Context: an optimization exercise on an open-source flow, tuned for small area, a short achievable clock period and few clock cycles. The choices shown serve that exercise and are no tape-out recipe.
Function not checked in this run: the RTL went through the layout flow alone.
Power figures rest on the tool's default switching activity, not on a simulated workload.

[flow/design.v]
module axi_stream_insert_header #(
	parameter DATA_WD 		= 32,
	parameter DATA_BYTE_WD 	= DATA_WD / 8,
	parameter BYTE_CNT_WD 	= $clog2(DATA_BYTE_WD)
) (
	input clk,
	input rst_n,
	input 							valid_in,
	input 	[DATA_WD-1 : 0] 		data_in,
	input 	[DATA_BYTE_WD-1 : 0] 	keep_in,
	input 							last_in,
	output 							ready_in,
	output 							valid_out,
	output reg	[DATA_WD-1 : 0] 	data_out,
	output 	[DATA_BYTE_WD-1:0] 		keep_out,
	output 							last_out,
	input 							ready_out,
	input 							valid_insert,
	input 	[DATA_WD-1 : 0] 		header_insert,
	input 	[DATA_BYTE_WD-1 : 0] 	keep_insert,
	input 	[BYTE_CNT_WD : 0] 		byte_insert_cnt,
	output 							ready_insert
);
	reg			e;			 
	reg			fl;			 
	reg			pend;		 
	reg	[3:0]	m;			 
	reg	[2:1]	fk;			 
	reg	[31:0]	rem;
	wire		strm	= ~e & ~fl & ~pend;
	wire		npend	= ~pend;
	wire		owed	= pend | fl;
	wire		novf_r, novf_l, novf_s;
	ahi_novf u_novf_r (.m(m[3:1]), .keep_in(keep_in[2:0]), .novf(novf_r));
	ahi_novf u_novf_l (.m(m[3:1]), .keep_in(keep_in[2:0]), .novf(novf_l));
	ahi_novf u_novf_s (.m(m[3:1]), .keep_in(keep_in[2:0]), .novf(novf_s));
	wire		fit		= npend & novf_s;
	ahi_and2 u_rin (.a(ready_out), .b(strm), .y(ready_in));
	ahi_ao21 u_vout (.a(valid_in), .b(~e), .c(owed), .y(valid_out));
	ahi_rins u_rins (.e(e), .fl(fl), .npend(npend), .novf(novf_r), .ready_out(ready_out),
					 .valid_in(valid_in), .last_in(last_in), .ready_insert(ready_insert));
	ahi_ao31 u_last (.a(last_in), .b(npend), .c(novf_l), .d(fl), .y(last_out));
	assign keep_out[3] = 1'b1;
	ahi_keep u_keep2 (.f(fl & fk[2]), .nf(~fl), .last_in(last_in), .m(m[0]), .nk(~keep_in[2]),
					  .m2(1'b0), .nk2(1'b0), .m3(1'b0), .nk3(1'b0), .y(keep_out[2]));
	ahi_keep u_keep1 (.f(fl & fk[1]), .nf(~fl), .last_in(last_in), .m(m[0]), .nk(~keep_in[1]),
					  .m2(m[1]), .nk2(~keep_in[2]), .m3(1'b0), .nk3(1'b0), .y(keep_out[1]));
	ahi_keep u_keep0 (.f(1'b0), .nf(~fl), .last_in(last_in), .m(m[0]), .nk(~keep_in[0]),
					  .m2(m[1]), .nk2(~keep_in[1]), .m3(m[2]), .nk3(~keep_in[2]), .y(keep_out[0]));
	wire [63:0]	win		= {rem, data_in};
	wire [4:0]	sel		= {pend, m};
	integer j, k;
	always @(*) begin
		data_out = 32'd0;
		for (j = 0; j < 4; j = j + 1)
			for (k = 0; k < 5; k = k + 1)
				data_out[8*j +: 8] = data_out[8*j +: 8] | ({8{sel[k]}} & win[8*(j+k) +: 8]);
	end
	wire		take_h	= valid_insert & ready_insert;
	wire		take_d	= valid_in & ready_in;
	wire		hs		= valid_out & ready_out;
	always @(posedge clk or negedge rst_n) begin
		if (!rst_n) begin
			e		<= 1'b1;
			fl		<= 1'b0;
			pend	<= 1'b0;
			m		<= 4'd0;
		end else if (take_h) begin
			e		<= 1'b0;
			fl		<= 1'b0;
			pend	<= keep_insert[3];
			m		<= {keep_insert[2] & ~keep_insert[3], keep_insert[1] & ~keep_insert[2],
						~keep_insert[1], 1'b0};
		end else if (hs) begin
			if (fl | strm & last_in & fit) begin
				e		<= 1'b1;
				fl		<= 1'b0;
			end else if (pend) begin
				pend	<= 1'b0;
				m		<= 4'b0001;
			end else if (last_in) begin
				fl		<= 1'b1;
			end
		end
	end
	always @(posedge clk) begin
		if (take_d)
			fk <= {m[2] & keep_in[0] | m[3] & keep_in[1], m[3] & keep_in[0]};
	end
	wire		en		= e | ready_out & (fl | pend | valid_in);
	wire		hsel	= e | fl | last_in & fit;
	always @(posedge clk) begin
		if (en) begin
			rem[23:0]	<= hsel ? header_insert[23:0] : data_in[23:0];
			rem[31:24]	<= header_insert[31:24];
		end
	end
endmodule
module ahi_novf (
	input	[3:1]	m,
	input	[2:0]	keep_in,
	output			novf
);
	assign novf = ~(m[1] & keep_in[0] | m[2] & keep_in[1] | m[3] & keep_in[2]);
endmodule
module ahi_and2 (input a, input b, output y);
	assign y = a & b;
endmodule
module ahi_ao21 (input a, input b, input c, output y);
	assign y = a & b | c;
endmodule
module ahi_ao31 (input a, input b, input c, input d, output y);
	assign y = a & b & c | d;
endmodule
module ahi_rins (
	input			e,
	input			fl,
	input			npend,
	input			novf,
	input			ready_out,
	input			valid_in,
	input			last_in,
	output			ready_insert
);
	assign ready_insert = e | ready_out & (fl | valid_in & last_in & npend & novf);
endmodule
module ahi_keep (
	input			f,
	input			nf,
	input			last_in,
	input			m,
	input			nk,
	input			m2,
	input			nk2,
	input			m3,
	input			nk3,
	output			y
);
	assign y = f | nf & ~(last_in & (m & nk | m2 & nk2 | m3 & nk3));
endmodule
[flow/flow/run.sh]
#!/bin/bash
# The standard layout, with the port buffers made of buf_1 cells
# (every input and output port still gets its own buffer) and a clock tree
# without dummy balancing loads.
set -euo pipefail
bash standard.sh "BUFFER_PORTS_ARGS=-buffer_cell sky130_fd_sc_hd__buf_1" \
  "CTS_ARGS=-sink_clustering_enable -repair_clock_nets -dont_use_dummy_load" \
  finish > standard_flow.log 2>&1
[flow/standard.sh]
#!/bin/bash
# synth_recipe.tcl (not shown) runs the flow's synth.tcl, then flattens the netlist and writes it again
# the make line also repeats each setting of config.mk as NAME=value (left out here)
make -C /OpenROAD-flow-scripts/flow DESIGN_CONFIG=/design/flow/config.mk WORK_HOME=/design/flow/orfs CLKGATE_MAP_FILE= SYNTH_SCRIPT=/design/flow/synth_recipe.tcl "${@:-finish}"
[flow/config.mk]
export PLATFORM = sky130hd
export DESIGN_NAME = axi_stream_insert_header
export DESIGN_NICKNAME = axi_stream_insert_header
export VERILOG_FILES = /design/flow/design.v
export SDC_FILE = /design/flow/constraint.sdc
export NUM_CORES = 4
export LEC_CHECK = 0
export CAP_MARGIN = 20
export CORE_MARGIN = 2
export CORE_UTILIZATION = 30
export SETUP_SLACK_MARGIN = 2.5
export SLEW_MARGIN = 20
export SYNTH_HIERARCHICAL = 1
export SYNTH_MINIMUM_KEEP_SIZE = 0
export TNS_END_PERCENT = 0
[flow/constraint.sdc]
create_clock -name core_clock -period 5.0 [get_ports {clk}]
set_input_delay 1.0000 -clock core_clock [delete_from_list [all_inputs] [get_ports {clk}]]
set_output_delay 1.0000 -clock core_clock [all_outputs]
set_load 0.01 [all_outputs]
==> run_results.csv <==
group,metric,value,unit
sta,period_minus_slack,2920,ps
critical_path,cp-end-kind,"output port",
critical_path,crit_required,4000,ps
clock_tree,cts_tree,"yes",
critical_path,r2r_slack,2490,ps
job,maxCapViolCount,0,
synth,ys_seq_area_frac,0.440,
critical_path,start_kind,"primary input",
drt,vias,2641,
sta,tns,0,ps
layout,layout-drive-gt1-share,0.132,
drt,viasPerCell,5.70,
layout,syn2layout_area_growth,23.4,%
drt,detail-route-antenna-nets,0,
place,place_area,3240,um2
critical_path,path_class,"primary input to output port",
synth,syn_inst,244,
sta,max_freq,343,MHz
synth,synthFlopType,"edfxtp_1",
die,fp.dieW,99.2,um
critical_path,crit_fanout,5,
die,coreArea,8760,um2
drt,first_iter_violations,313,
sta,rsz0062_at_grt,"true",
synth,ys_ff_latch,41,
critical_path,crit_arrival,1920,ps
synth,syn_avg_cell_area,11.2,um2
drt,drtPass1Iterations,6,
drt,routed_wirelength,7980,um
synth,synth_async_sr_flop_share,0.171,
synth,synth_enable_flop_cells,34,
layout,stdcell_area,3360,um2
clock_tree,cts_made_buffers,5,
layout,fin_nets,438,
die,pin_count,121,
clock_tree,cts.path.max_buffers,2,
place,dp_hpwl,5420,um
place,place.port_buffers,114,
global_routing,grt_pass1_wl,12100,um
global_routing,grtUsageTotal,0.154,
layout,n_antenna_cell,0,
critical_path,worstSetupStartpoint,"keep_in[0]",
layout,utilization,0.383,
synth,synth_cell_types,33,
clock_tree,htree_num_levels,2,
power,power.density,675,nW/um2
synth,synth_top_area_cell,"edfxtp_1",
sta,whs,589,ps
run_status,status,"complete, no violations",
die,design.die.area,9850,um2
sta,hold_viol,0,
drt,wl_per_cell,17.2,um
die,row_count,34,
sta,fin_crit_sh,0.583,
global_routing,grt_pass1_vias,2461,
synth,synth_area,2720,um2
synth,ys_top_cells_by_area,"edfxtp_1 (38%), a222oi_1 (13%), mux2_4 (10%)",
die,initial_core_util,0.311,
critical_path,rr_startpoint,"m[1]$_DFFE_PN0P_",
sta,maxSlewViolCount,0,
layout,final_cells,463,
clock_tree,path_clk_slew,80,ps
sta,slew_headroom,0.540,
hold_path,holdCritPathClass,"primary input to asynchronous set/reset pin",
synth,yosys_warnings,7,
critical_path,rr_worst_depth,5,
sta,skew,13.8,ps
drt,drc,0,
power,vdd_ir_drop_max,0.000203,V
clock_tree,clock_latency,290,ps
die,die_h,99.2,um
clock_tree,cts_root_buf,"clkbuf_8",
critical_path,endpoint,"ready_insert",
clock_tree,cts_sinks,41,
place,dp.cells,454,
synth,synth_top_cell_area_share,0.375,
place,place_congestion,0.805,
sta,setup_viol,0,
global_routing,antenna_found_initial,1,
global_routing,grt-ovfl-total,0,
layout,fillCellCount,900,
critical_path,r2r-end,"rem[22]$_DFFE_PP_",
power,power.static_leakage,1.30,nW
global_routing,grt_max_degree,39,
sta,worst_pin_slew,690,ps
==> stage by stage <==
step	setup WS (ps)	total power [mW]
after CTS	2060	2.27
after global routing	2020	2.43
final	2080	2.27
after floorplan	2370	1.67
after detailed placement	1770	2.04
after global placement	1810	2.03
==> worst max-delay path, cell delays in order <==
cell      delay, ps
buf_8           100
a222oi_1        330
a41o_1          210
a21o_1          140
buf_2           140
==> placed cells by master, fill, tap and decap left out, drive strengths merged, types with 2 or more instances in the layout <==
| master | instances |
|---|---|
| a21oi | 3 |
| dfrtp | 6 |
| mux2 | 24 |
| nand2 | 41 |
| a311o | 3 |
| a22oi | 35 |
| inv | 8 |
| edfxtp | 34 |
| buf | 123 |
| a222oi | 35 |
| a21o | 2 |
| conb | 8 |
| nor2b | 4 |
| a32o | 2 |
| and2 | 6 |
| nor2 | 2 |
| clkbuf | 6 |
==> per-layer routing <==
layer / global-route usage / part of all wire / up-vias
met1: 0.202 / 0.41 / 1269
li1: - / - / 1219
met4: 0.0495 / 0.0093 / 2
met2: 0.255 / 0.48 / 144
met3: 0.0309 / 0.097 / 7
met5: 0 / 0.0020 / -
==> Yosys stat by module, one instance, submodules excluded <==
module,cell area [um2],flip-flops and latches
ahi_and2,6.26,0
ahi_ao21,7.51,0
ahi_ao31,8.76,0
ahi_keep,35.0,0
ahi_novf,10.0,0
ahi_rins,17.5,0
axi_stream_insert_header,2550,41
==> final cells by class <==
type                       instances  area, um2  area share
clock buffer                       5       68.8      0.0205
inverter                           8       30.0     0.00894
multi-input combinational        177       1400       0.417
sequential                        41       1200       0.358
tap                              108        135      0.0402
timing repair buffer             124        520       0.155
==> cell usage after synthesis, types with 2 or more instances <==
cell type / number
a311o_1: 3
conb_1: 2
inv_1: 8
a21oi_1: 3
buf_6: 3
edfxtp_1: 34
a22oi_1: 35
mux2_4: 19
clkbuf_1: 20
a32o_1: 2
dfrtp_1: 6
a21o_1: 2
nor2b_4: 3
nor2_1: 2
nand2_1: 41
mux2_1: 5
a222oi_1: 35
and2_1: 6
==> logic make-up (layout without fill, tap and decap cells) <==
group | after synthesis | in the layout | share of synthesized area
AOI/OAI and AO/OA | 87 | 87 | 0.275
buffers and inverters | 32 | 137 | 0.0538
DFF | 41 | 41 | 0.440
muxes | 24 | 24 | 0.126
other | 2 | 8 | 0.00276
and+or+nand+nor | 58 | 58 | 0.103
==> registers in the layout, indices dropped and copies added, names as in the netlist <==
name and flops:
fk 2, m 4, fl 1, e 1, rem 32, pend 1
==> worst min-delay path by stage <==
| stage | from | endpoint | slack, ps | cells after the start |
|---|---|---|---|---|
| 2_1_floorplan | pend$_DFFE_PN0P_ | fl$_DFFE_PN0P_ | 520 | 3 |
| 3_3_place_gp | fl$_DFFE_PN0P_ | fl$_DFFE_PN0P_ | 640 | 2 |
| 3_5_place_dp | fl$_DFFE_PN0P_ | fl$_DFFE_PN0P_ | 650 | 2 |
| 4_1_cts | rst_n | fl$_DFFE_PN0P_ | 600 | 1 |
| 5_1_grt | rst_n | fl$_DFFE_PN0P_ | 610 | 1 |
| 6_report | rst_n | pend$_DFFE_PN0P_ | 590 | 1 |
==> where the power goes <==
part           total, mW  internal, mW  leakage [nW]  switching, mW
combinational       1.35         0.601         0.851          0.747
clock              0.201        0.0903        0.0359          0.111
sequential         0.718         0.559         0.412          0.160
==> timing repair <==
item | in CTS | in global routing
buffers inserted | 2 | 2
hold buffers | 0 | 0
pin swaps | 3 | 3
gates resized for setup | 8 | 3
setup endpoints to repair | 63 | 63
hold endpoints to repair | 0 | 0

[what the ideal ports hide]
How much do the figures lean on ideal ports? The routed layout below was timed once more, with nothing changed but the port constraints.
Step 1, drivers: a clkbuf_16 drives clk and a buf_2 each remaining input, both assumed.
Step 2 also shifts input and output timing later by t, the mid clock arrival at the registers, as if the neighbouring blocks saw the same clock.
Three values: no drivers, after step 1, after step 2; two values: the first two.
t, ns: 0.312
slack for setup (ns): 2.084 / 2.044 / 1.964
worst hold slack (ns): 0.589 / 0.588 / 0.650
clock arrival spread, ns: 0.014 / 0.014
slew at the worst register clock pin (ns): 0.08 / 0.08
After both steps this run still meets setup and hold. The setup slack of this run moves by -0.040 ns with the drivers and by -0.120 ns with both steps.
